What follows belongs to an exercise in optimizing a design on an open flow for small area, a short achievable clock period and few clock cycles; a production flow would make more cautious choices.
RTL that was checked went through simulation tests only; none was proved equivalent to the original.
No functional check of the RTL was part of runs 3 to 6.
Power and IR drop assume default switching activity.

==> flow/config.mk <==
export PLATFORM = sky130hd
export DESIGN_NAME = proc
export DESIGN_NICKNAME = proc
export VERILOG_FILES = /design/flow/design.v
export SDC_FILE = /design/flow/constraint.sdc
export NUM_CORES = 4
export LEC_CHECK = 0
export ABC_AREA = 1
export CAP_MARGIN = 20
export CORE_MARGIN = 2
export CORE_UTILIZATION = 40
export CTS_BUF_LIST = sky130_fd_sc_hd__clkbuf_16
export CTS_CLUSTER_DIAMETER = 120
export CTS_CLUSTER_SIZE = 25
export GPL_ROUTABILITY_DRIVEN = 0
export SETUP_SLACK_MARGIN = 5.0
export SLEW_MARGIN = 20
==> flow/design.v <==
module proc (
   imem_addr, dmem_addr, dmem_wdata, dmem_en, dmem_wr, halt,
   clk, rst, imem_rdata, dmem_rdata
   );
   input clk;
   input rst;
   output [15:0] imem_addr;
   input  [15:0] imem_rdata;
   output [15:0] dmem_addr;
   output [15:0] dmem_wdata;
   output        dmem_en;
   output        dmem_wr;
   input  [15:0] dmem_rdata;
   output        halt;
   function [16:0] pfx16;
      input [15:0] p, g;
      input        cin;
      reg   [15:0] gg, pp;
      integer      l, m, n;
      begin
         gg = g;
         pp = p;
         gg[0] = g[0] | (p[0] & cin);
         for (l = 1; l < 16; l = l * 2)
            for (m = 0; m < 16; m = m + 1)
               if (m & l) begin
                  n = (m & ~(2 * l - 1)) + l - 1;
                  gg[m] = gg[m] | (pp[m] & gg[n]);
                  pp[m] = pp[m] & pp[n];
               end
         pfx16 = {gg[15], p ^ {gg[14:0], cin}};
      end
   endfunction
   wire [15:0] ni  = imem_rdata;
   wire [4:0]  nop = ni[15:11];
   wire [2:0]  nrs = ni[10:8];
   wire [2:0]  nrt = ni[7:5];
   wire n_rfmt  = (nop[4:3] == 2'b11) & (nop[2:1] != 2'b00);    
   wire n_addi  = (nop == 5'b01000);
   wire n_subi  = (nop == 5'b01001);
   wire n_logi  = (nop[4:1] == 4'b0101);                       
   wire n_shi   = (nop[4:2] == 3'b101);                        
   wire n_st    = (nop == 5'b10000);
   wire n_ld    = (nop == 5'b10001);
   wire n_slbi  = (nop == 5'b10010);
   wire n_stu   = (nop == 5'b10011);
   wire n_btr   = (nop == 5'b11001);
   wire n_lbi   = (nop == 5'b11000);
   wire n_arith = (nop == 5'b11011);                           
   wire n_shr   = (nop == 5'b11010);                           
   wire n_cmp   = (nop[4:2] == 3'b111);                        
   wire n_br    = (nop[4:2] == 3'b011);
   wire n_j     = (nop[4:2] == 3'b001) & ~nop[0];              
   wire n_jr    = (nop[4:2] == 3'b001) &  nop[0];              
   wire n_link  = (nop[4:1] == 4'b0011);                       
   wire       n_we = n_addi | n_subi | n_logi | n_shi | n_ld | n_slbi | n_stu |
                     n_btr | n_lbi | n_arith | n_shr | n_cmp | n_link;
   wire [2:0] n_wa = n_link ? 3'd7 :
                     (n_lbi | n_slbi | n_stu) ? nrs :
                     (n_btr | n_arith | n_shr | n_cmp) ? ni[4:2] : nrt;
   reg  [15:0] r0, r1, r2, r3, r4, r5, r6, r7;
   reg  [15:0] an, bn;
   always @* begin
      case (nrs)
        3'd0: an = r0; 3'd1: an = r1; 3'd2: an = r2; 3'd3: an = r3;
        3'd4: an = r4; 3'd5: an = r5; 3'd6: an = r6; default: an = r7;
      endcase
      case (nrt)
        3'd0: bn = r0; 3'd1: bn = r1; 3'd2: bn = r2; 3'd3: bn = r3;
        3'd4: bn = r4; 3'd5: bn = r5; 3'd6: bn = r6; default: bn = r7;
      endcase
   end
   reg  [15:1] f;            
   reg  [7:0]  agl;          
   reg         x_inc, x_dec;     
   reg  [15:1] bt;           
   reg         nx_f, nx_bt, nx_agu;  
   reg  [15:0] a, b;         
   reg         we;
   reg  [2:0]  wa;
   reg         x_en, x_wr, x_halt;
   reg         x_sub, x_andn;
   reg  [1:0]  x_sht, x_cmpt;
   reg         s_agu, s_add, s_log, s_sh, s_btr, s_cmp, s_imm, s_slbi, s_ld, s_link;
   wire [15:8] agh   = x_inc ? a[15:8] + 8'd1 : x_dec ? a[15:8] - 8'd1 : a[15:8];
   wire [15:0] agu   = {agh, agl};
   assign dmem_addr  = agu;
   assign dmem_wdata = b;
   assign dmem_en    = x_en;
   assign dmem_wr    = x_wr;
   assign halt       = x_halt;
   wire [15:1] nxt   = ({15{nx_f}} & f) | ({15{nx_bt}} & bt) | ({15{nx_agu}} & agu[15:1]);
   assign imem_addr  = {nxt, 1'b0};
   wire [15:0] ax   = x_sub ? ~a : a;
   wire [15:0] p    = ax ^ b;
   wire [16:0] sum  = pfx16(p, ax & b, x_sub);
   wire        eq   = x_sub ? &p : ~|p;           
   wire        sle  = (a[15] & ~b[15]) | (~(a[15] ^ b[15]) & sum[16]);
   wire        cmpb = (x_cmpt == 2'd0) ? eq :
                      (x_cmpt == 2'd1) ? (sle & ~eq) :
                      (x_cmpt == 2'd2) ? sle : sum[16];
   wire [15:0] lres = p & (a | {16{~x_andn}});     
   wire [3:0]  k    = b[3:0];
   wire [15:0] t1   = k[0] ? {a[14:0], a[15]}      : a;
   wire [15:0] t2   = k[1] ? {t1[13:0], t1[15:14]} : t1;
   wire [15:0] t3   = k[2] ? {t2[11:0], t2[15:12]} : t2;
   wire [15:0] rot  = k[3] ? {t3[7:0], t3[15:8]}   : t3;
   reg  [15:0] mask, btr;
   integer i;
   always @* begin
      for (i = 0; i < 16; i = i + 1) begin
         mask[i] = ~x_sht[0] | (x_sht[1] ? (i < k || k == 4'd0) : (i >= k));
         btr[i]  = a[15 - i];
      end
   end
   wire [15:0] shres = rot & mask;
   wire [15:0] wd = ({16{s_agu}}  & agu) |
                    ({16{s_add}}  & sum[15:0]) |
                    ({16{s_log}}  & lres) |
                    ({16{s_sh}}   & shres) |
                    ({16{s_btr}}  & btr) |
                    ({16{s_cmp}}  & {15'd0, cmpb}) |
                    ({16{s_imm}}  & {s_slbi ? a[7:0] : b[15:8], b[7:0]}) |
                    ({16{s_ld}}   & dmem_rdata) |
                    ({16{s_link}} & {f, 1'b0});
   always @(posedge clk) begin
      if (we) begin
         case (wa)
           3'd0: r0 <= wd; 3'd1: r1 <= wd; 3'd2: r2 <= wd; 3'd3: r3 <= wd;
           3'd4: r4 <= wd; 3'd5: r5 <= wd; 3'd6: r6 <= wd; default: r7 <= wd;
         endcase
      end
   end
   wire [15:0] n_s5 = {{11{ni[4]}}, ni[4:0]};
   wire [15:0] n_z5 = {11'd0, ni[4:0]};
   wire [15:0] n_s8 = {{8{ni[7]}}, ni[7:0]};
   wire [15:0] fa   = (we && wa == nrs) ? wd : an;
   wire [15:0] fb   = (we && wa == nrt) ? wd : bn;
   wire [7:0]  n_imm = n_jr ? ni[7:0] : {{3{ni[4]}}, ni[4:0]};
   wire [8:0]  n_agl = {1'b0, fa[7:0]} + {1'b0, n_imm};
   wire [15:1] n_off = n_j ? {{5{ni[10]}}, ni[10:1]} : {{8{ni[7]}}, ni[7:1]};
   wire [3:0]  n_cnt = n_shi ? ni[3:0] : fb[3:0];
   wire        n_rgt = n_shi ? nop[1] : ni[1];
   wire [3:0]  n_k   = n_rgt ? 4'd0 - n_cnt : n_cnt;
   wire        n_az  = ~|fa;
   wire        n_tk  = n_j | (n_br & ((nop[1:0] == 2'b00) ?  n_az :
                                      (nop[1:0] == 2'b01) ? ~n_az :
                                      (nop[1:0] == 2'b10) ?  fa[15] : ~fa[15]));
   always @(posedge clk) begin
      a <= fa;
      b <= n_subi           ? n_s5 :
           (n_shi | n_shr)  ? {12'd0, n_k} :
           n_logi           ? n_z5 :
           (n_lbi | n_slbi) ? n_s8 : fb;
      agl   <= n_agl[7:0];
      x_inc <= n_agl[8] & ~n_imm[7];
      x_dec <= ~n_agl[8] & n_imm[7];
      bt    <= nxt + n_off + 15'd1;
      f        <= rst ? 15'd0 : nxt + 15'd1;
      we     <= ~rst & n_we;
      wa     <= n_wa;
      nx_f   <= rst | ~(n_jr | n_tk);
      nx_bt  <= ~rst & n_tk;
      nx_agu <= ~rst & n_jr;
      x_en   <= ~rst & (n_st | n_ld | n_stu);
      x_wr   <= ~rst & (n_st | n_stu);
      x_halt <= ~rst & (nop == 5'b00000);
      x_sub  <= n_subi | (n_arith & (ni[1:0] == 2'b01)) | (n_cmp & (nop[1:0] == 2'b01 || nop[1:0] == 2'b10));
      x_andn <= n_rfmt ? ni[0] : nop[0];
      x_sht  <= n_rfmt ? ni[1:0] : nop[1:0];
      x_cmpt <= nop[1:0];
      s_agu  <= n_addi | n_stu;
      s_add  <= n_subi | (n_arith & ~ni[1]);
      s_log  <= n_logi | (n_arith & ni[1]);
      s_sh   <= n_shi | n_shr;
      s_btr  <= n_btr;
      s_cmp  <= n_cmp;
      s_imm  <= n_lbi | n_slbi;
      s_slbi <= n_slbi;
      s_ld   <= n_ld;
      s_link <= n_link;
   end
endmodule
==> flow/constraint.sdc <==
create_clock -name core_clock -period 9.0 [get_ports {clk}]
set_input_delay 1.8000 -clock core_clock [delete_from_list [all_inputs] [get_ports {clk}]]
set_output_delay 1.8000 -clock core_clock [all_outputs]
set_load 0.01 [all_outputs]
==> flow/run.sh <==
#!/bin/bash
# synth_recipe.tcl (not shown) runs the flow's synth.tcl, then flattens the netlist and writes it again
# the make line also repeats each setting of config.mk as NAME=value (left out here)
make -C /OpenROAD-flow-scripts/flow DESIGN_CONFIG=/design/flow/config.mk WORK_HOME=/design/flow/orfs CLKGATE_MAP_FILE= SYNTH_SCRIPT=/design/flow/synth_recipe.tcl finish
==> out/summary.txt, run 1 <==
Status = complete, no violations
Vias in the first global route = 12.8k
Cells after Synth = 1847
Inserted Clock Buffers = 13
Crit-path cells = nand3_1 -> nor2_2 -> buf_4 -> nor2_2 -> xor2_2 -> buf_4 -> clkdlybuf4s50_1
Yosys cell types = 59
Hold Startpoint = r7[8]
WP data required = 7200 ps
Power Density = 181 nW/um2
Area post-placement = 15300 um2
Die area = 36800 um2
Largest net degree at the start of global routing = 30
Antenna violations before repair = 1
Synth Flop Type = edfxtp_1
Largest family of logic cells by synthesized area = simple AND/OR/NAND/NOR gates
Core area = 34600 um2
Reg2reg start = a[1]
DR iter-0 viols = 1861
Synthesis-stage register bit count = 225
1st-pass router iterations = 7
Share of the synthesized area in the top cell type = 27.2%
Worst reg2reg path endpoint = nx_f
Normalized max-slew margin = 45.7%
Final Max Slew Viols = 0
Mean Syn Cell Area = 7.65 um2
Simple-Gate Fraction of Synth Area = 26.1%
Post-synth EDFFs = 128
Min-Delay Path Depth = 2
Post-synthesis mux area share = 0%
Sink Count = 225
Crit path max fanout = 5
Xor/xnor share of the synthesized area = 2.60%
Slowest cell delay on critical path = 520 ps
Starting density of the core = 40.8%
Fmax = 0.252 GHz
I/O pins = 85
Ant diodes = 0
Nets = 2037
Synth area leader = edfxtp_1
Number of buffers added on ports = 83
Startpoint types = flip-flop
DRC violations left = 0
Die Y = 192 um
Clk Latency, worst-skew pair = 510 ps
Area growth syn-to-layout = 18.6%
Worst hold path class = reg2reg
CTS tree = yes
RSZ-0062 raised after global routing = yes
Tmin final = 3960 ps
Die X = 192 um
Dpl hpwl = 37800 um
# hold bufs at CTS = 0
Num rows = 68
Max H-tree Level = 1
GRT Overall Usage = 27.0%
Setup TNS = 0 ps
Total gr overflow = 0
Tcrit/Tclk final = 44.0%
Synth Area in Compound Gates = 16.1%
Reg2Reg Depth = 22
Hold Slack = 579 ps
DR vias/cell = 5.79
Post-route ant nets = 0
Final hold violation count = 0
Synth Area in Adders = 4.92%
Synth area leaders = edfxtp_1 27%, dfxtp_1 14%, nand2_1 12%
Seq/Total Area, Yosys = 41.0%
First-pass GRT wire length = 75400 um
Fillers = 3357
Max rail drop VDD = 0.000149 V
Max-cap viol count = 0
Area of all placed cells without fillers = 16700 um2
Crit. End Element = output port
Clock Skew = 48.2 ps
Ys Warns = 1
Final setup violation count = 0
Syn Std Cell Area = 14100 um2
Net Count, Synth = 1933
Total wire length = 51500 um
Pleak = 7.26 nW
Routed WL per cell = 21.4 um
Worst Setup Path Type = reg2out
Slew @ Worst Pin = 813 ps
Worst-path cell with the longest stage delay = clkdlybuf4s50_1
Clock Path Buffers = 3
WP data arrival = 2160 ps
Util after Layout = 48.4%
Ys async rst share = 0%
Layout cell share with drive strength beyond 1 = 14.2%
Vias = 14.0k
Clock root cell = clkbuf_16
Hold Crit Endpoint = a[8]
Reg2reg setup slack = 5090 ps
Clk slew on worst S/H paths = 100 ps
==> cells by family after synthesis <==
group	Yosys count
buffers and inverters	309
other	1
AO/OA/AOI/OAI	373
AND/OR/NAND/NOR	845
flip-flops	225
adder cells (fa/ha/maj)	52
XOR/XNOR	42
==> final cells by class <==
cell class | instances | area [um2] | area share, %
Clock inverter | 9 | 63.8 | 0.381
Inverter | 233 | 936 | 5.59
Timing Repair Buffer | 165 | 1490 | 8.89
Multi-Input combinational cell | 1313 | 7540 | 45.0
Clock buffer | 13 | 325 | 1.94
Sequential cell | 225 | 5820 | 34.8
Tap cell | 455 | 569 | 3.40
==> cells in the mapped netlist, types with 7 or more instances <==
master	count
nand2_2	12
a221oi_1	17
a21oi_1	110
nand3_1	184
inv_1	214
o221ai_1	9
o2111ai_1	8
o21ai_1	7
nand3_2	8
a211oi_1	10
buf_6	11
nor3_1	12
buf_2	25
buf_4	10
edfxtp_1	128
nand4_1	20
o211ai_1	19
o22ai_1	32
ha_1	46
inv_2	17
nand3b_1	9
a22o_1	13
nand2_1	445
xor2_1	38
nor2_1	132
o21ai_0	114
dfxtp_1	97
clkbuf_1	27
==> worst max path at each step <==
stage | from | depth (start not counted) | endpoint | slack (ps)
final | a[9] | 7 | dmem_addr[11] | 5040
after global routing | b[0] | 22 | agl[7] | 4890
after CTS | x_inc | 10 | imem_addr[11] | 4840
after detailed placement | imem_rdata[9] | 21 | x_inc | 3380
after global placement | imem_rdata[9] | 21 | x_inc | 3520
after floorplan | imem_rdata[8] | 22 | x_inc | 4910
==> repair_timing <==
item / in CTS / in global routing
gates cloned: 0 / 2
endpoints found under the setup margin: 59 / 30
hold endpoints to repair: 0 / 0
pin swaps: 15 / 43
buffers inserted: 22 / 43
resized for setup: 132 / 110
==> placed cells by master (no fill, tap or decap), types with 20 or more instances in the layout <==
cell / n
a21oi_1: 99
buf_4: 75
clkdlybuf4s50_1: 57
dfxtp_1: 80
edfxtp_1: 128
ha_1: 36
inv_1: 210
nand2_1: 427
nand2_2: 23
nand3_1: 173
nand4_1: 20
nor2_1: 123
o21ai_0: 104
o22ai_1: 32
xor2_1: 34
==> routing by layer <==
| metal | global-route usage (%) | part of all wire [%] | vias up |
|---|---|---|---|
| met1 | 36.6 | 41 | 6563 |
| met2 | 44.1 | 46 | 785 |
| met4 | 10.3 | 4.2 | 0 |
| met5 | 0 | 0 | - |
| met3 | 3.22 | 8.9 | 151 |
| li1 | - | - | 6471 |
==> metrics by stage <==
| stage | std cells | power (mW) | setup slack, ps |
|---|---|---|---|
| 2_1_floorplan | 1847 | 1.94 | 4910 |
| 3_3_place_gp | 2324 | 2.29 | 3520 |
| 3_5_place_dp | 2324 | 2.30 | 3380 |
| 4_1_cts | 2368 | 2.96 | 4840 |
| 5_1_grt | 2413 | 3.19 | 4890 |
| 6_report | 2413 | 3.03 | 5040 |
==> power breakdown <==
| part | total [mW] | switching [mW] | internal (mW) |
|---|---|---|---|
| Clock | 0.629 | 0.355 | 0.274 |
| Sequential | 1.32 | 0.111 | 1.21 |
| Combinational | 1.08 | 0.680 | 0.405 |
| Total | 3.03 | 1.15 | 1.89 |
==> worst max-delay path: cells and delay by family, from the launching register on <==
family / cells / cell delay, ps
flops: 1 / 390
simple gates: 3 / 320
buf+inv: 3 / 790
xor+xnor: 1 / 170
Testbench counts, summed over its fixed seeds: cycles 87,473.
==> inputs of run 2 (changes only) <==
--- a/flow/config.mk
+++ b/flow/config.mk
@@ -13,5 +13,4 @@
 export CTS_CLUSTER_DIAMETER = 120
 export CTS_CLUSTER_SIZE = 25
-export GPL_ROUTABILITY_DRIVEN = 0
 export SETUP_SLACK_MARGIN = 5.0
 export SLEW_MARGIN = 20
==> out/summary.txt, run 2 <==
Worst-path cell with the longest stage delay = clkdlybuf4s50_1
Pleak = 7.26 nW
Post-layout total power = 3.06 mW
Clock Path Buffers = 3
Crit path max fanout = 9
Number of buffers added on ports = 83
CP delay by family, top = simple AND/OR/NAND/NOR gates
Crit. End Element = flip-flop
Die Y = 192 um
Ant diodes = 0
Layout cell share with drive strength beyond 1 = 14.1%
Synthesis-stage register bit count = 225
Mean Syn Cell Area = 7.65 um2
Synth cell count leaders = 445 x nand2_1, 214 x inv_1, 184 x nand3_1, 132 x nor2_1, 128 x edfxtp_1
Crit-path cells = clkdlybuf4s50_1 -> ha_1 -> inv_1 -> nor2_1 -> nor2_2 -> inv_1 -> nor2_1 -> nand2_1 -> a21oi_4 -> o21ai_0 -> nand2_1
WP data required = 9420 ps
Status = complete, no violations
Net Count, Synth = 1933
Fillers = 3443
Tmin final = 3910 ps
Post-synth EDFFs = 128
DRC violations left = 0
Starting density of the core = 40.8%
Final GP Congestion = 0.963
Sink Count = 225
Vias in the first global route = 13.0k
Final setup violation count = 0
Seq/Total Area, Yosys = 41.0%
Core area = 34600 um2
Most frequent cells in the layout = 426 x nand2_1, 207 x inv_1, 175 x nand3_1
Post-route ant nets = 0
Final hold violation count = 0
Dpl hpwl = 40200 um
Max H-tree Level = 1
CTS tree = yes
Max-cap viol count = 0
Syn Std Cell Area = 14100 um2
DR iter-0 viols = 1272
Simple-Gate Fraction of Synth Area = 26.1%
Vias = 13.7k
Synth Area in Adders = 4.92%
Ys Warns = 1
Synth Flop Type = edfxtp_1
Share of the synthesized area in the top cell type = 27.2%
Worst Setup Path Type = in2reg
Inserted Clock Buffers = 13
Clk slew on worst S/H paths = 110 ps
I/O pins = 85
# hold bufs at CTS = 0
Area growth syn-to-layout = 18.4%
Slowest cell delay on critical path = 570 ps
Antenna violations before repair = 1
Cells after Synth = 1847
Slew @ Worst Pin = 1150 ps
Tcrit/Tclk final = 43.4%
Synth Area in Compound Gates = 16.1%
Ys async rst share = 0%
Worst hold path class = reg2reg
Max rail drop VDD = 0.000147 V
Total wire length = 54300 um
Die X = 192 um
RSZ-0062 raised after global routing = yes
Num rows = 68
WP data arrival = 4330 ps
GRT Overall Usage = 28.9%
Power Density = 183 nW/um2
Setup TNS = 0 ps
Normalized max-slew margin = 23.0%
Die area = 36800 um2
Clk Latency, worst-skew pair = 510 ps
Final Max Slew Viols = 0
Commonest non-fill, non-tap cell in the layout = nand2_1
WP buf/inv = 3
Post-synthesis mux area share = 0%
Synth area leader = edfxtp_1
First-pass GRT wire length = 79600 um
Routed WL per cell = 22.6 um
Fmax = 0.256 GHz
Synth area leaders = edfxtp_1 27%, dfxtp_1 14%, nand2_1 12%
Largest net degree at the start of global routing = 30
Util after Layout = 48.3%
Total gr overflow = 0
Yosys cell types = 59
Largest family of logic cells by synthesized area = simple AND/OR/NAND/NOR gates
DR vias/cell = 5.70
Xor/xnor share of the synthesized area = 2.60%
1st-pass router iterations = 6
Clock Skew = 46.5 ps
Nets = 2030
Startpoint types = input pin
Clock root cell = clkbuf_16
Most frequent cell after synthesis = nand2_1
[run 2: cell counts after synthesis]
Identical to the previous run, type by type.
[run 2: cells by family (layout without fill, tap and decap cells)]
kind of cell | after synthesis | after routing
DFF | 225 | 225
adders and majority gates | 52 | 52
xor gates and xnor gates | 42 | 42
other | 1 | 1
buffers and inverters | 309 | 411
AOI/OAI and AO/OA | 373 | 373
and+or+nand+nor | 845 | 845
[run 2: power by group]
part | total [mW] | switching (mW) | internal (mW)
combinational | 1.11 | 0.698 | 0.410
clock | 0.629 | 0.356 | 0.273
sequential | 1.32 | 0.113 | 1.21
[run 2: worst paths after layout]
path | startpoint | depth (start not counted) | endpoint | slack (ps)
hold reg to reg | r7[8] | 2 | a[8] | 610
setup / recovery | imem_rdata[12] | 11 | b[11] | 5090
setup reg to reg | b[0] | 25 | nx_f | 5130
hold / removal | r7[8] | 2 | a[8] | 610
[run 2: per-stage QoR]
step	std cells	hold WS (ps)	instance area, um2	setup slack [ps]
2_1_floorplan	1847	510	14200	4910
3_3_place_gp	2327	561	15300	3490
4_1_cts	2367	587	16100	4800
5_1_grt	2404	626	16700	4940
6_report	2404	608	16700	5090
3_5_place_dp	2327	561	15300	3460
[run 2: per-layer routing]
layer,routed length (um),track usage (%),part of all wire (%)
met5,0,0,0
met4,2910,13.9,5.4
met3,3630,3.54,6.7
met2,25200,47.7,47
met1,22500,37.6,41
[run 2: cell type report]
| cell class | count | area [um2] | share of cell area [%] |
|---|---|---|---|
| multi-input combinational | 1313 | 7550 | 45.1 |
| sequential | 225 | 5840 | 34.9 |
| timing repair buffer | 158 | 1460 | 8.73 |
| inverter | 233 | 937 | 5.60 |
| tap | 455 | 569 | 3.40 |
| clock buffer | 13 | 325 | 1.94 |
| clock inverter | 7 | 47.5 | 0.284 |
[run 2: timing repair]
action,in CTS,in global routing
buffers inserted,20,35
setup endpoints to repair,60,35
gates cloned,0,2
gates resized for setup,129,117
pin swaps,14,34
[run 2: worst reg2reg max path, cell delays in order, from the launching register on]
cell and delay (ps):
dfxtp_4 370, buf_12 150, inv_12 70, nand2_2 80
o21a_1 170, fa_2 360, nand3_1 90, nand3_2 110
nand2_2 110, nand2_4 80, fa_2 360, or2_2 290
nand3_1 90, nand3_2 110, nor3_4 290, nand2_4 80
nand2_1 60, nand2_1 80, nor2_2 110, nand3_1 90
nor2_2 140, nand2_2 110, a21oi_2 140, nand2_1 80
nand3_1 80, nand2_1 50
==> inputs of run 3 (changes only) <==
--- a/flow/design.v
+++ b/flow/design.v
@@ -80,6 +80,9 @@
    reg  [2:0]  wa;
    reg         x_en, x_wr, x_halt;
-   reg         x_sub, x_andn;
-   reg  [1:0]  x_sht, x_cmpt;
+   reg         x_sub;
+   reg  [1:0]  x_fn;         
+   wire        x_andn = x_fn[0];
+   wire [1:0]  x_sht  = x_fn;
+   wire [1:0]  x_cmpt = x_fn;
    reg         s_agu, s_add, s_log, s_sh, s_btr, s_cmp, s_imm, s_slbi, s_ld, s_link;
    wire [15:8] agh   = x_inc ? a[15:8] + 8'd1 : x_dec ? a[15:8] - 8'd1 : a[15:8];
@@ -167,7 +170,5 @@
       x_halt <= ~rst & (nop == 5'b00000);
       x_sub  <= n_subi | (n_arith & (ni[1:0] == 2'b01)) | (n_cmp & (nop[1:0] == 2'b01 || nop[1:0] == 2'b10));
-      x_andn <= n_rfmt ? ni[0] : nop[0];
-      x_sht  <= n_rfmt ? ni[1:0] : nop[1:0];
-      x_cmpt <= nop[1:0];
+      x_fn   <= (n_rfmt & ~n_cmp) ? ni[1:0] : nop[1:0];
       s_agu  <= n_addi | n_stu;
       s_add  <= n_subi | (n_arith & ~ni[1]);
==> out/summary.txt, run 3 <==
Status = complete, no violations
Dpl hpwl = 40000 um
Startpoint types = flip-flop
Synth area leader = edfxtp_1
Combinational Power Share = 37.4%
Post-route ant nets = 0
Post-layout instance count excluding filler cells = 2442
Commonest non-fill, non-tap cell in the layout = nand2_1
Area of all placed cells without fillers = 16900 um2
DR iter-0 viols = 1324
I/O pins = 85
Antenna violations before repair = 0
Max-cap viol count = 0
Seq/Total Area, Yosys = 41.1%
Slew @ Worst Pin = 768 ps
WP data required = 7200 ps
Nets = 2067
Most frequent cell after synthesis = nand2_1
Normalized max-slew margin = 48.8%
Most frequent cells in the layout = 436 x nand2_1, 231 x inv_1, 183 x nand3_1
Net switching power = 1.17 mW
Routed WL per cell = 22.4 um
Fmax = 0.254 GHz
GRT Overall Usage = 29.1%
Crit. End Element = output port
Syn Std Cell Area = 14000 um2
Area growth syn-to-layout = 20.7%
Clock Skew = 30.1 ps
First-pass GRT wire length = 79500 um
Setup TNS = 0 ps
WP data arrival = 2140 ps
Largest net degree at the start of global routing = 27
Die area = 36400 um2
Sink Count = 223
P_int = 1.89 mW
Crit path max fanout = 5
1st-pass router iterations = 5
Mean Syn Cell Area = 7.46 um2
DRC violations left = 0
Die X = 191 um
Fillers = 3470
Vias = 13.8k
Area post-placement = 15200 um2
Total wire length = 54600 um
Num rows = 68
Tmin final = 3940 ps
GR Util met1 = 37.0%
Layout cell share with drive strength beyond 1 = 14.1%
Vias in the first global route = 13.0k
Switching share of power = 38.2%
Pleak = 7.40 nW
Clk Latency, worst-skew pair = 500 ps
Worst Setup Path Type = reg2out
Final hold violation count = 0
Sequential share of power = 43.1%
Net Count, Synth = 1958
Starting density of the core = 40.5%
Max H-tree Level = 1
Hold Slack = 618 ps
Share of the synthesized area in the top cell type = 27.5%
Synthesis-stage register bit count = 223
Final GP Congestion = 0.964
Ys async rst share = 0%
Worst hold path class = reg2reg
Power Density = 182 nW/um2
Clock root cell = clkbuf_16
Clock power frac = 19.5%
Total gr overflow = 0
Ant diodes = 0
Synth Flop Type = edfxtp_1
Inserted Clock Buffers = 12
CTS tree = yes
Synth area leaders = edfxtp_1 28%, dfxtp_1 14%, nand2_1 12%
Clk slew on worst S/H paths = 110 ps
Final Max Slew Viols = 0
Die Y = 191 um
Core area = 34500 um2
Cells after Synth = 1872
Yosys cell types = 56
Max rail drop VDD = 0.000205 V
Final setup violation count = 0
# hold bufs at CTS = 0
Busiest grt layer = met2
Post-synth EDFFs = 128
Tcrit/Tclk final = 43.8%
Clock Path Buffers = 3
Synth cell count leaders = 464 x nand2_1, 243 x inv_1, 198 x nand3_1, 137 x nor2_1, 128 x edfxtp_1
Ys Warns = 1
RSZ-0062 raised after global routing = yes
Met2 GRT Util = 49.6%
Inst Count DP = 2362
Met3 Use GR = 4.49%
Number of buffers added on ports = 83
DR vias/cell = 5.67
## run 3: cell types whose count changed after synthesis, moves of 8 or more
cell     change
a21oi_1      -8
buf_2        +9
inv_1       +29
nand2_2      -8
o21ai_0     -13
nand2_1     +19
o22ai_1     +17
nand3_1     +14
## run 3: what timing repair did
| action | 4_1_cts | 5_1_grt |
|---|---|---|
| gates cloned | 0 | 1 |
| setup buffers | 31 | 28 |
| setup endpoints to repair | 54 | 29 |
| pin swaps | 19 | 42 |
| gates resized for setup | 143 | 142 |
## run 3: per-layer routing
layer	vias up	share of wire, %
li1	6526	-
met1	6548	41
met2	629	47
met3	143	7.9
met4	0	4.4
met5	-	0
## run 3: final cells by class
type	count	area, um2	share of cell area [%]
Sequential cell	223	5780	34.3
Tap cell	455	569	3.38
Timing Repair Buffer	165	1510	8.98
Inverter	258	1030	6.09
Clock inverter	7	26.3	0.156
Multi-Input combinational cell	1321	7610	45.2
Clock buffer	13	325	1.93
## run 3: worst paths after layout
path	depth (start not counted)	slack, ps	end	start
min	2	620	a[14]	r7[14]
max	6	5060	imem_addr[8]	a[8]
max reg2reg	22	5080	nx_f	a[5]
min reg2reg	2	620	a[14]	r7[14]
## run 3: kinds of logic (layout without fill, tap and decap cells)
family | Yosys count | in the layout | share of synthesized area [%]
xor+xnor | 42 | 42 | 2.63
flops | 223 | 223 | 41.1
compound gates | 350 | 350 | 15.0
other cells | 1 | 1 | 0.0269
fa+ha+maj | 52 | 52 | 4.98
buf+inv | 328 | 443 | 9.54
simple gates | 876 | 876 | 26.7
## run 3: stage by stage
step / utilization (%) / power [mW] / setup WS (ps)
detailed placement: 44.2 / 2.33 / 3020
finish: 48.9 / 3.07 / 5060
CTS: 46.9 / 2.97 / 4950
global route: 48.9 / 3.22 / 4880
floorplan: - / 1.93 / 4670
global placement: 44.2 / 2.32 / 3030
## run 3: critical path: stages (launching register included)
cell and delay, ps:
dfxtp_4 400, buf_4 140, xor2_1 170, inv_1 130, nand2_1 90, nand2_2 130
clkdlybuf4s50_1 570
## run 3: power by group through the flow
stage               sequential, mW  combinational [mW]  clock (mW)
finish                        1.32                1.15       0.598
global route                  1.33                1.25       0.645
CTS                           1.31                1.04       0.615
detailed placement            1.34               0.991           0
global placement              1.34               0.986           0
floorplan                     1.28               0.647           0
==> inputs of run 4 (changes only) <==
--- a/flow/design.v
+++ b/flow/design.v
@@ -80,9 +80,6 @@
    reg  [2:0]  wa;
    reg         x_en, x_wr, x_halt;
-   reg         x_sub;
-   reg  [1:0]  x_fn;         
-   wire        x_andn = x_fn[0];
-   wire [1:0]  x_sht  = x_fn;
-   wire [1:0]  x_cmpt = x_fn;
+   reg         x_sub, x_andn;
+   reg  [1:0]  x_sht, x_cmpt;
    reg         s_agu, s_add, s_log, s_sh, s_btr, s_cmp, s_imm, s_slbi, s_ld, s_link;
    wire [15:8] agh   = x_inc ? a[15:8] + 8'd1 : x_dec ? a[15:8] - 8'd1 : a[15:8];
@@ -95,9 +92,8 @@
    wire [15:1] nxt   = ({15{nx_f}} & f) | ({15{nx_bt}} & bt) | ({15{nx_agu}} & agu[15:1]);
    assign imem_addr  = {nxt, 1'b0};
-   wire [15:0] ax   = x_sub ? ~a : a;
-   wire [15:0] p    = ax ^ b;
-   wire [16:0] sum  = pfx16(p, ax & b, x_sub);
+   wire [15:0] p    = a ^ b;
+   wire [16:0] sum  = pfx16(p, a & b, x_sub);
    wire        eq   = x_sub ? &p : ~|p;           
-   wire        sle  = (a[15] & ~b[15]) | (~(a[15] ^ b[15]) & sum[16]);
+   wire        sle  = (~a[15] & ~b[15]) | ((a[15] ^ b[15]) & sum[16]);
    wire        cmpb = (x_cmpt == 2'd0) ? eq :
                       (x_cmpt == 2'd1) ? (sle & ~eq) :
@@ -143,4 +139,5 @@
    wire [8:0]  n_agl = {1'b0, fa[7:0]} + {1'b0, n_imm};
    wire [15:1] n_off = n_j ? {{5{ni[10]}}, ni[10:1]} : {{8{ni[7]}}, ni[7:1]};
+   wire        n_sub = n_subi | (n_arith & (ni[1:0] == 2'b01)) | (n_cmp & (nop[1:0] == 2'b01 || nop[1:0] == 2'b10));
    wire [3:0]  n_cnt = n_shi ? ni[3:0] : fb[3:0];
    wire        n_rgt = n_shi ? nop[1] : ni[1];
@@ -151,5 +148,5 @@
                                       (nop[1:0] == 2'b10) ?  fa[15] : ~fa[15]));
    always @(posedge clk) begin
-      a <= fa;
+      a <= n_sub ? ~fa : fa;
       b <= n_subi           ? n_s5 :
            (n_shi | n_shr)  ? {12'd0, n_k} :
@@ -169,6 +166,8 @@
       x_wr   <= ~rst & (n_st | n_stu);
       x_halt <= ~rst & (nop == 5'b00000);
-      x_sub  <= n_subi | (n_arith & (ni[1:0] == 2'b01)) | (n_cmp & (nop[1:0] == 2'b01 || nop[1:0] == 2'b10));
-      x_fn   <= (n_rfmt & ~n_cmp) ? ni[1:0] : nop[1:0];
+      x_sub  <= n_sub;
+      x_andn <= n_rfmt ? ni[0] : nop[0];
+      x_sht  <= n_rfmt ? ni[1:0] : nop[1:0];
+      x_cmpt <= nop[1:0];
       s_agu  <= n_addi | n_stu;
       s_add  <= n_subi | (n_arith & ~ni[1]);
--- a/flow/config.mk
+++ b/flow/config.mk
@@ -11,6 +11,6 @@
 export CORE_UTILIZATION = 40
 export CTS_BUF_LIST = sky130_fd_sc_hd__clkbuf_16
-export CTS_CLUSTER_DIAMETER = 120
-export CTS_CLUSTER_SIZE = 25
+export CTS_CLUSTER_DIAMETER = 100
+export CTS_CLUSTER_SIZE = 20
 export SETUP_SLACK_MARGIN = 5.0
 export SLEW_MARGIN = 20
==> out/summary.txt, run 4 <==
Status = complete, no violations
# hold bufs at CTS = 0
Vias in the first global route = 13.0k
DR vias/cell = 5.79
Synthesis-stage register bit count = 225
Most frequent cell after synthesis = nand2_1
Hold Slack = 670 ps
Area of all placed cells without fillers = 17300 um2
Die area = 36600 um2
Commonest non-fill, non-tap cell in the layout = nand2_1
Normalized max-slew margin = 33.0%
First-pass GRT wire length = 79700 um
Worst hold path class = reg2reg
Max H-tree Level = 1
Sink Count = 225
Clock root cell = clkbuf_16
Clk slew on worst S/H paths = 100 ps
DRC violations left = 0
Startpoint types = flip-flop
Vias = 14.3k
Post-layout total power = 3.20 mW
Die X = 191 um
Worst-path cell with the longest stage delay = dfxtp_4
Tmin final = 3980 ps
Crit. End Element = output port
Pleak = 7.61 nW
GRT Overall Usage = 28.9%
Max rail drop VDD = 0.000154 V
Final setup violation count = 0
Worst Setup Path Type = reg2out
Fmax = 0.251 GHz
Syn Std Cell Area = 14000 um2
Synth area leaders = edfxtp_1 27%, dfxtp_1 14%, nand2_1 11%
Clk Latency, worst-skew pair = 510 ps
CTS tree = yes
Area post-placement = 15300 um2
CP delay by family, top = simple AND/OR/NAND/NOR gates
Final GP Congestion = 0.954
Dpl hpwl = 39400 um
Inserted Clock Buffers = 15
Cells after Synth = 1853
Area growth syn-to-layout = 23.3%
Slowest cell delay on critical path = 390 ps
Seq/Total Area, Yosys = 41.2%
WP data required = 7200 ps
Yosys cell types = 53
Setup TNS = 0 ps
RSZ-0062 raised after global routing = yes
Layout cell share with drive strength beyond 1 = 16.6%
Total gr overflow = 0
WP data arrival = 2180 ps
Clock Skew = 41.2 ps
Most common cell type on the critical path = nand2_1
Post-synth EDFFs = 128
Die Y = 191 um
Num rows = 68
Antenna violations before repair = 0
WP buf/inv = 3
Mean Syn Cell Area = 7.58 um2
DR iter-0 viols = 1614
Ant diodes = 0
Largest net degree at the start of global routing = 31
Tcrit/Tclk final = 44.3%
Most frequent cells in the layout = 394 x nand2_1, 228 x inv_1, 198 x nand3_1
Final Max Slew Viols = 0
Synth Flop Type = edfxtp_1
Nets = 2088
Starting density of the core = 40.7%
Synth area leader = edfxtp_1
Routed WL per cell = 22.4 um
Clock Path Buffers = 3
1st-pass router iterations = 6
I/O pins = 85
Ys Warns = 1
Core area = 34500 um2
Share of the synthesized area in the top cell type = 27.4%
Final hold violation count = 0
Synth cell count leaders = 424 x nand2_1, 236 x inv_1, 215 x nand3_1, 128 x edfxtp_1, 116 x a21oi_1
Crit-path cells = buf_4 -> nor2_1 -> nand4_1 -> buf_4 -> nand2_1 -> nand2_1 -> and2_4 -> nand2_1 -> o221ai_4 -> buf_2
Net Count, Synth = 1941
Post-route ant nets = 0
Power Density = 185 nW/um2
Slew @ Worst Pin = 1000 ps
Total wire length = 55100 um
Number of buffers added on ports = 83
Crit path max fanout = 5
Ys async rst share = 0%
Util after Layout = 50.1%
Max-cap viol count = 0
run 4: changes by cell type after synthesis, moves of 10 or more:
cell,before,now
nor2_1,137,114
nand2_1,464,424
a21oi_1,102,116
nand3_1,198,215
o22ai_1,49,66
xor2_1,35,25
run 4: report_power, final:
group / switching [mW] / internal (mW)
Clock: 0.360 / 0.310
Combinational: 0.739 / 0.448
Sequential: 0.122 / 1.22
Total: 1.22 / 1.98
run 4: final timing paths:
kind	startpoint	end	slack [ps]	depth (start not counted)
setup / recovery	a[9]	imem_addr[13]	5020	10
hold / removal	f[9]	f[9]	670	3
setup reg to reg	a[9]	x_inc	5180	26
hold reg to reg	f[9]	f[9]	670	3
run 4: timing repair:
action,in CTS,in global routing
gates resized for setup,156,139
buffers inserted,34,56
setup endpoints to repair,76,57
pin swaps,22,41
gates cloned,4,4
run 4: routing by layer:
metal  track usage, %  up-vias  part of all wire (%)
li1                 -     6622                     -
met1             38.4     6742                    41
met2             47.9      740                    46
met3             2.59      154                   7.5
met4             13.0        0                   5.5
met5                0        -                     0
run 4: kinds of logic (layout without fill, tap and decap cells):
| group | Yosys count | after routing | synth area share (%) |
|---|---|---|---|
| AO/OA/AOI/OAI | 376 | 377 | 15.8 |
| flip-flops | 225 | 225 | 41.2 |
| AND/OR/NAND/NOR | 836 | 837 | 25.9 |
| adder cells (fa/ha/maj) | 54 | 54 | 5.18 |
| buffers and inverters | 321 | 474 | 9.40 |
| other | 1 | 1 | 0.0267 |
| XOR/XNOR | 40 | 40 | 2.49 |
run 4: stage by stage:
stage / setup WS [ps] / cells
2_1_floorplan: 4810 / 1853
3_3_place_gp: 3440 / 2340
3_5_place_dp: 3380 / 2340
4_1_cts: 4830 / 2403
5_1_grt: 4900 / 2463
6_report: 5020 / 2463
run 4: area by class of cell:
cell class	count	area [um2]
sequential	225	5840
timing repair buffer	191	1780
multi-input combinational	1309	7670
fill	3392	17200
clock buffer	15	375
tap	455	569
inverter	255	1020
clock inverter	10	53.8
timing repair inverter	3	17.5
run 4: worst min-delay path: stages, from the launching register on:
cell and delay (ps):
dfxtp_1 340, nand2_1 90, nand3_4 130, a21oi_1 70
==> inputs of run 5 (changes only) <==
--- a/flow/config.mk
+++ b/flow/config.mk
@@ -11,6 +11,6 @@
 export CORE_UTILIZATION = 40
 export CTS_BUF_LIST = sky130_fd_sc_hd__clkbuf_16
-export CTS_CLUSTER_DIAMETER = 100
-export CTS_CLUSTER_SIZE = 20
+export CTS_CLUSTER_DIAMETER = 120
+export CTS_CLUSTER_SIZE = 25
 export SETUP_SLACK_MARGIN = 5.0
 export SLEW_MARGIN = 20
==> out/summary.txt, run 5 <==
Pleak = 7.47 nW
Core area = 34500 um2
Worst hold path class = reg2reg
Final setup violation count = 0
Fillers = 3450
WP buf/inv = 4
Crit. End Element = output port
Synth cell count leaders = 424 x nand2_1, 236 x inv_1, 215 x nand3_1, 128 x edfxtp_1, 116 x a21oi_1
Reg2reg start = a[0]
Yosys cell types = 53
Share of the synthesized area in the top cell type = 27.4%
1st-pass router iterations = 6
Num rows = 68
Layout cell share with drive strength beyond 1 = 14.9%
Worst reg2reg path endpoint = nx_f
Area growth syn-to-layout = 20.7%
DRC violations left = 0
Worst Setup Path Type = reg2out
Number of buffers added on ports = 83
Ant diodes = 0
Most frequent cells in the layout = 399 x nand2_1, 230 x inv_1, 201 x nand3_1
Synth area leaders = edfxtp_1 27%, dfxtp_1 14%, nand2_1 11%
CP delay by family, top = simple AND/OR/NAND/NOR gates
WP data required = 7200 ps
GRT Overall Usage = 29.0%
Ys Warns = 1
Post-route ant nets = 0
CTS tree = yes
Synth Flop Type = edfxtp_1
Routed WL per cell = 22.3 um
Multi-input combinational cell area = 7540 um2
Final hold violation count = 0
Reg2reg setup slack = 5160 ps
Status = complete, no violations
Largest net degree at the start of global routing = 31
Total wire length = 54600 um
Final Max Slew Viols = 0
Vias in the first global route = 13.0k
First-pass GRT wire length = 79600 um
Synthesis-stage register bit count = 225
Antenna violations before repair = 0
Max-cap viol count = 0
Starting density of the core = 40.7%
FF/Latch Area = 5830 um2
CP Launch Point = a[8]
Crit-path cells = buf_4 -> ha_1 -> nand2_2 -> nor2_1 -> nand3_1 -> nand3_1 -> nand2_2 -> nand2_1 -> inv_1 -> a221oi_2 -> inv_1 -> clkbuf_2
Cells after Synth = 1853
Final GP Congestion = 0.954
Min-Delay Path Depth = 3
Die X = 191 um
Slew @ Worst Pin = 987 ps
Post-synth EDFFs = 128
Total gr overflow = 0
Crit path max fanout = 5
# hold bufs at CTS = 0
Commonest non-fill, non-tap cell in the layout = nand2_1
Tcrit/Tclk final = 44.8%
Slowest cell delay on critical path = 390 ps
Die area = 36600 um2
Ys async rst share = 0%
Sink Count = 225
Most frequent cell after synthesis = nand2_1
Area post-placement = 15300 um2
Startpoint types = flip-flop
Inserted Clock Buffers = 12
Syn Std Cell Area = 14000 um2
Fmax = 0.248 GHz
Post-layout instance count excluding filler cells = 2447
Nets = 2075
Die Y = 191 um
Clk slew on worst S/H paths = 100 ps
Power Density = 183 nW/um2
Area of all placed cells without fillers = 17000 um2
RSZ-0062 raised after global routing = yes
Vias = 14.1k
Max H-tree Level = 1
Clk Latency, worst-skew pair = 490 ps
Reg2Reg Depth = 26
WP data arrival = 2230 ps
Hold Startpoint = bt[14]
Net Count, Synth = 1941
Dpl hpwl = 39400 um
DR iter-0 viols = 1624
Seq/Total Area, Yosys = 41.2%
Synth area leader = edfxtp_1
Hold Crit Endpoint = f[14]
Max rail drop VDD = 0.000193 V
Worst-path cell with the longest stage delay = dfxtp_4
Mean Syn Cell Area = 7.58 um2
Clock root cell = clkbuf_16
I/O pins = 85
Normalized max-slew margin = 34.0%
Inst Count DP = 2340
DR vias/cell = 5.76
Clock Path Buffers = 3
Clock Skew = 15.6 ps
Setup TNS = 0 ps
Tmin final = 4030 ps
## run 5: worst min-delay path, cell delays in order (launching register included)
cell	delay, ps
dfxtp_1	360
a221oi_2	70
nand4_1	70
a21oi_1	60
## run 5: final cells by class
type	instances	share of cell area (%)
well taps	455	3.36
multi-input cells	1308	44.5
repair buffers	182	9.63
repair inverters	3	0.103
flip-flops and latches	225	34.4
inverters	255	5.96
clock inverters	6	0.133
clock buffers	13	1.92
## run 5: metrics by stage
stage          hold slack [ps]  util [%]  setup WS (ps)  power, mW
2_1_floorplan              541         -           4810       1.96
3_3_place_gp               577      44.3           3440       2.34
6_report                   593      49.1           4970       3.10
3_5_place_dp               581      44.3           3380       2.35
4_1_cts                    590      47.3           4810       3.02
5_1_grt                    663      49.1           4800       3.25
## run 5: cell families after synthesis
logic type	after synthesis	synth area share, %
flops	225	41.2
xor+xnor	40	2.49
other cells	1	0.0267
buf+inv	321	9.40
fa+ha+maj	54	5.18
compound gates	376	15.8
simple gates	836	25.9
## run 5: routing by layer
layer / up-vias / share of wire [%] / global-route usage (%)
met5: - / 0 / 0
li1: 6571 / - / -
met3: 160 / 7.7 / 2.92
met1: 6651 / 41 / 38.2
met2: 722 / 46 / 48.2
met4: 0 / 5.4 / 12.6
## run 5: what timing repair did
item	CTS	global route
endpoints found under the setup margin	76	54
resized for setup	154	95
pin swaps	10	22
cloned	4	2
setup buffers	38	44
## run 5: power by group
part / leakage (nW) / internal, mW / switching (mW)
combinational: 5.29 / 0.433 / 0.729
clock: 0.192 / 0.263 / 0.331
sequential: 1.99 / 1.22 / 0.124
total: 7.47 / 1.91 / 1.18
## run 5: how the worst max path moves through the flow
stage,to,slack [ps],cells after the start
final,imem_addr[14],4970,12
after detailed placement,x_inc,3380,21
after floorplan,x_inc,4810,22
after CTS,imem_addr[14],4810,12
after global placement,x_inc,3440,21
after global routing,imem_addr[14],4800,13
==> inputs of run 6 (changes only) <==
--- a/flow/design.v
+++ b/flow/design.v
@@ -71,9 +71,8 @@
       endcase
    end
-   reg  [15:1] f;            
+   reg  [15:1] t;            
    reg  [7:0]  agl;          
    reg         x_inc, x_dec;     
-   reg  [15:1] bt;           
-   reg         nx_f, nx_bt, nx_agu;  
+   reg         nx_agu;       
    reg  [15:0] a, b;         
    reg         we;
@@ -82,5 +81,5 @@
    reg         x_sub, x_andn;
    reg  [1:0]  x_sht, x_cmpt;
-   reg         s_agu, s_add, s_log, s_sh, s_btr, s_cmp, s_imm, s_slbi, s_ld, s_link;
+   reg         s_agu, s_add, s_log, s_sh, s_btr, s_cmp, s_imm, s_slbi, s_ld;
    wire [15:8] agh   = x_inc ? a[15:8] + 8'd1 : x_dec ? a[15:8] - 8'd1 : a[15:8];
    wire [15:0] agu   = {agh, agl};
@@ -90,10 +89,11 @@
    assign dmem_wr    = x_wr;
    assign halt       = x_halt;
-   wire [15:1] nxt   = ({15{nx_f}} & f) | ({15{nx_bt}} & bt) | ({15{nx_agu}} & agu[15:1]);
+   wire [15:1] nxt   = nx_agu ? agu[15:1] : t;
    assign imem_addr  = {nxt, 1'b0};
-   wire [15:0] p    = a ^ b;
-   wire [16:0] sum  = pfx16(p, a & b, x_sub);
+   wire [15:0] ax   = x_sub ? ~a : a;
+   wire [15:0] p    = ax ^ b;
+   wire [16:0] sum  = pfx16(p, ax & b, x_sub);
    wire        eq   = x_sub ? &p : ~|p;           
-   wire        sle  = (~a[15] & ~b[15]) | ((a[15] ^ b[15]) & sum[16]);
+   wire        sle  = (a[15] & ~b[15]) | (~(a[15] ^ b[15]) & sum[16]);
    wire        cmpb = (x_cmpt == 2'd0) ? eq :
                       (x_cmpt == 2'd1) ? (sle & ~eq) :
@@ -121,6 +121,5 @@
                     ({16{s_cmp}}  & {15'd0, cmpb}) |
                     ({16{s_imm}}  & {s_slbi ? a[7:0] : b[15:8], b[7:0]}) |
-                    ({16{s_ld}}   & dmem_rdata) |
-                    ({16{s_link}} & {f, 1'b0});
+                    ({16{s_ld}}   & dmem_rdata);
    always @(posedge clk) begin
       if (we) begin
@@ -139,5 +138,6 @@
    wire [8:0]  n_agl = {1'b0, fa[7:0]} + {1'b0, n_imm};
    wire [15:1] n_off = n_j ? {{5{ni[10]}}, ni[10:1]} : {{8{ni[7]}}, ni[7:1]};
-   wire        n_sub = n_subi | (n_arith & (ni[1:0] == 2'b01)) | (n_cmp & (nop[1:0] == 2'b01 || nop[1:0] == 2'b10));
+   wire [15:1] n_seq = nxt + 15'd1;
+   wire [15:1] n_tgt = nxt + n_off + 15'd1;
    wire [3:0]  n_cnt = n_shi ? ni[3:0] : fb[3:0];
    wire        n_rgt = n_shi ? nop[1] : ni[1];
@@ -148,23 +148,21 @@
                                       (nop[1:0] == 2'b10) ?  fa[15] : ~fa[15]));
    always @(posedge clk) begin
-      a <= n_sub ? ~fa : fa;
+      a <= fa;
       b <= n_subi           ? n_s5 :
            (n_shi | n_shr)  ? {12'd0, n_k} :
            n_logi           ? n_z5 :
-           (n_lbi | n_slbi) ? n_s8 : fb;
+           (n_lbi | n_slbi) ? n_s8 :
+           n_link           ? {n_seq, 1'b0} : fb;     
       agl   <= n_agl[7:0];
       x_inc <= n_agl[8] & ~n_imm[7];
       x_dec <= ~n_agl[8] & n_imm[7];
-      bt    <= nxt + n_off + 15'd1;
-      f        <= rst ? 15'd0 : nxt + 15'd1;
+      t     <= rst ? 15'd0 : n_tk ? n_tgt : n_seq;
       we     <= ~rst & n_we;
       wa     <= n_wa;
-      nx_f   <= rst | ~(n_jr | n_tk);
-      nx_bt  <= ~rst & n_tk;
       nx_agu <= ~rst & n_jr;
       x_en   <= ~rst & (n_st | n_ld | n_stu);
       x_wr   <= ~rst & (n_st | n_stu);
       x_halt <= ~rst & (nop == 5'b00000);
-      x_sub  <= n_sub;
+      x_sub  <= n_subi | (n_arith & (ni[1:0] == 2'b01)) | (n_cmp & (nop[1:0] == 2'b01 || nop[1:0] == 2'b10));
       x_andn <= n_rfmt ? ni[0] : nop[0];
       x_sht  <= n_rfmt ? ni[1:0] : nop[1:0];
@@ -176,8 +174,7 @@
       s_btr  <= n_btr;
       s_cmp  <= n_cmp;
-      s_imm  <= n_lbi | n_slbi;
+      s_imm  <= n_lbi | n_slbi | n_link;
       s_slbi <= n_slbi;
       s_ld   <= n_ld;
-      s_link <= n_link;
    end
 endmodule
==> out/summary.txt, run 6 <==
Clock Skew = 58.9 ps
WP data required = 9360 ps
Fmax = 0.247 GHz
Clk Latency, worst-skew pair = 520 ps
Max-cap viol count = 0
Vias in the first global route = 13.3k
Post-layout total power = 3.01 mW
Inst Count DP = 2358
Die Y = 190 um
Layout cell share with drive strength beyond 1 = 17.6%
Die area = 36000 um2
Synth area leader = edfxtp_1
Die X = 190 um
Crit path max fanout = 11
CP delay by family, top = simple AND/OR/NAND/NOR gates
Crit-path cells = clkdlybuf4s50_1 -> nand2_1 -> o211ai_1 -> nor2_1 -> o21ai_0 -> nand3b_1 -> a21boi_1 -> nand3_2 -> nor2_1 -> nand2_2 -> a21oi_4 -> buf_6 -> nand2_8 -> a21oi_1 -> nor2_1
Dpl hpwl = 40300 um
Setup slack at placement = 2920 ps
Syn Std Cell Area = 13800 um2
Routed WL per cell = 22.8 um
DR iter-0 viols = 1556
Pleak = 7.57 nW
Number of buffers added on ports = 83
Num rows = 68
Max H-tree Level = 1
Post-route setup slack = 4950 ps
RSZ-0062 raised after global routing = yes
Tmin final = 4050 ps
Yosys cell types = 56
Synth Flop Type = edfxtp_1
GRT Overall Usage = 30.3%
Startpoint types = input pin
Worst-path cell with the longest stage delay = clkdlybuf4s50_1
Most common cell type on the critical path = nor2_1
Slowest cell delay on critical path = 410 ps
Inserted Clock Buffers = 12
Hold Slack = 628 ps
Sink Count = 207
Crit. End Element = flip-flop
Antenna violations before repair = 0
Core area = 34300 um2
Largest net degree at the start of global routing = 30
Post-route ant nets = 0
Status = complete, no violations
Normalized max-slew margin = 40.3%
Most frequent cell after synthesis = nand2_1
First-pass GRT wire length = 81900 um
Ys async rst share = 0%
Share of the synthesized area in the top cell type = 27.9%
Synth area leaders = edfxtp_1 28%, dfxtp_1 11%, nand2_1 11%
1st-pass router iterations = 7
Post-layout instance count excluding filler cells = 2489
Power Density = 175 nW/um2
Cells after Synth = 1880
Total gr overflow = 0
Nets = 2115
WP data arrival = 4420 ps
WP buf/inv = 2
DRC violations left = 0
Worst hold path class = reg2reg
Slew @ Worst Pin = 872 ps
Fillers = 3353
Mean Syn Cell Area = 7.34 um2
DR vias/cell = 5.72
Starting density of the core = 40.2%
Commonest non-fill, non-tap cell in the layout = nand2_1
Worst Setup Path Type = in2reg
Seq/Total Area, Yosys = 39.3%
Vias = 14.2k
Final GP Congestion = 0.933
Final hold violation count = 0
Area growth syn-to-layout = 24.5%
# hold bufs at CTS = 0
Ant diodes = 0
Tcrit/Tclk final = 45.0%
Ys Warns = 1
Total wire length = 56700 um
Net Count, Synth = 1966
CTS tree = yes
Setup TNS = 0 ps
I/O pins = 85
Clock root cell = clkbuf_16
Synth cell count leaders = 416 x nand2_1, 254 x inv_1, 203 x nand3_1, 160 x nor2_1, 137 x o21ai_0
Max rail drop VDD = 0.000194 V
Final setup violation count = 0
Clk slew on worst S/H paths = 100 ps
Synthesis-stage register bit count = 207
Most frequent cells in the layout = 380 x nand2_1, 230 x inv_1, 183 x nand3_1
Post-synth EDFFs = 128
Final Max Slew Viols = 0
Clock Path Buffers = 3
-- run 6: power breakdown --
| group | switching (mW) | total (mW) | internal, mW | leakage, nW |
|---|---|---|---|---|
| combinational | 0.774 | 1.22 | 0.447 | 5.55 |
| sequential | 0.0924 | 1.20 | 1.11 | 1.84 |
| clock | 0.331 | 0.584 | 0.253 | 0.187 |
-- run 6: cells by family after synthesis --
group           synth area share, %
compound gates                 16.8
xor+xnor                       3.24
fa+ha+maj                      5.04
simple gates                   26.0
buf+inv                        9.61
other cells                  0.0272
flops                          39.3
-- run 6: metal layers --
layer	vias to the layer above	part of all wire [%]	track usage (%)
li1	6671	-	-
met1	6734	40	39.3
met2	692	46	50.0
met3	144	8.4	5.05
met4	0	5.0	12.8
met5	-	0	0
-- run 6: layout make-up --
cell class              count  area, um2  area share (%)
repair buffers            203       1790            10.4
clock inverters             7       51.3           0.299
repair inverters            4       26.3           0.153
clock buffers              12        300            1.75
flip-flops and latches    207       5460            31.8
multi-input cells        1342       7940            46.2
inverters                 259       1040            6.08
well taps                 455        569            3.31
-- run 6: repair_timing --
item                       4_1_cts  5_1_grt
hold endpoints to repair         0        0
pin swaps                       31       31
resized for setup              243      120
cloned                           4        3
setup endpoints to repair       73       49
setup buffers                   67       38
-- run 6: final timing paths --
kind	start	end	slack, ps	depth (start not counted)
setup / recovery	dmem_rdata[12]	t[7]	4950	15
hold reg to reg	r7[15]	a[15]	630	2
setup reg to reg	x_sub	t[7]	4980	25
hold / removal	r7[15]	a[15]	630	2
-- run 6: worst min-delay path: stages (launching register included) --
cell      delay, ps
edfxtp_1        350
o211ai_1        140
nand2_1         100
-- run 6: metrics by stage --
stage	cell area (um2)	utilization (%)
global placement	15000	43.8
global route	17200	50.1
floorplan	13900	-
CTS	16600	48.3
finish	17200	50.1
detailed placement	15000	43.8

==> what the ideal ports hide <==
How much do the figures lean on ideal ports? The routed layouts below were timed once more, with nothing changed but the port constraints.
Step 1 (the two cells are an assumption about what drives the block):
set clk [get_ports {clk}]
set_driving_cell -lib_cell sky130_fd_sc_hd__clkbuf_16 $clk
set_driving_cell -lib_cell sky130_fd_sc_hd__buf_2 [delete_from_list [all_inputs] $clk]
Step 2 also shifts input and output timing later by t, the mid clock arrival at the registers, as if the neighbouring blocks saw the same clock.
Slacks: ideal / step 1 / step 2; pairs: ideal / step 1.
run	shift t [ns]	setup slack, ns	worst setup path after step 2
run 1	0.534	5.037 / 4.987 / 4.537	input to register
run 2	0.534	5.092 / 5.062 / 4.581	input to register
run 3	0.535	5.061 / 5.011 / 4.529	input to register
run 4	0.538	5.017 / 4.969 / 4.450	input to register
run 5	0.534	4.971 / 4.919 / 4.532	input to register
run 6	0.540	4.948 / 4.971 / 4.431	input to register
After both steps every run listed still meets setup and hold. For run 4, which loses most, drivers alone change the setup slack by -0.048 ns; drivers and shift together by -0.567 ns.
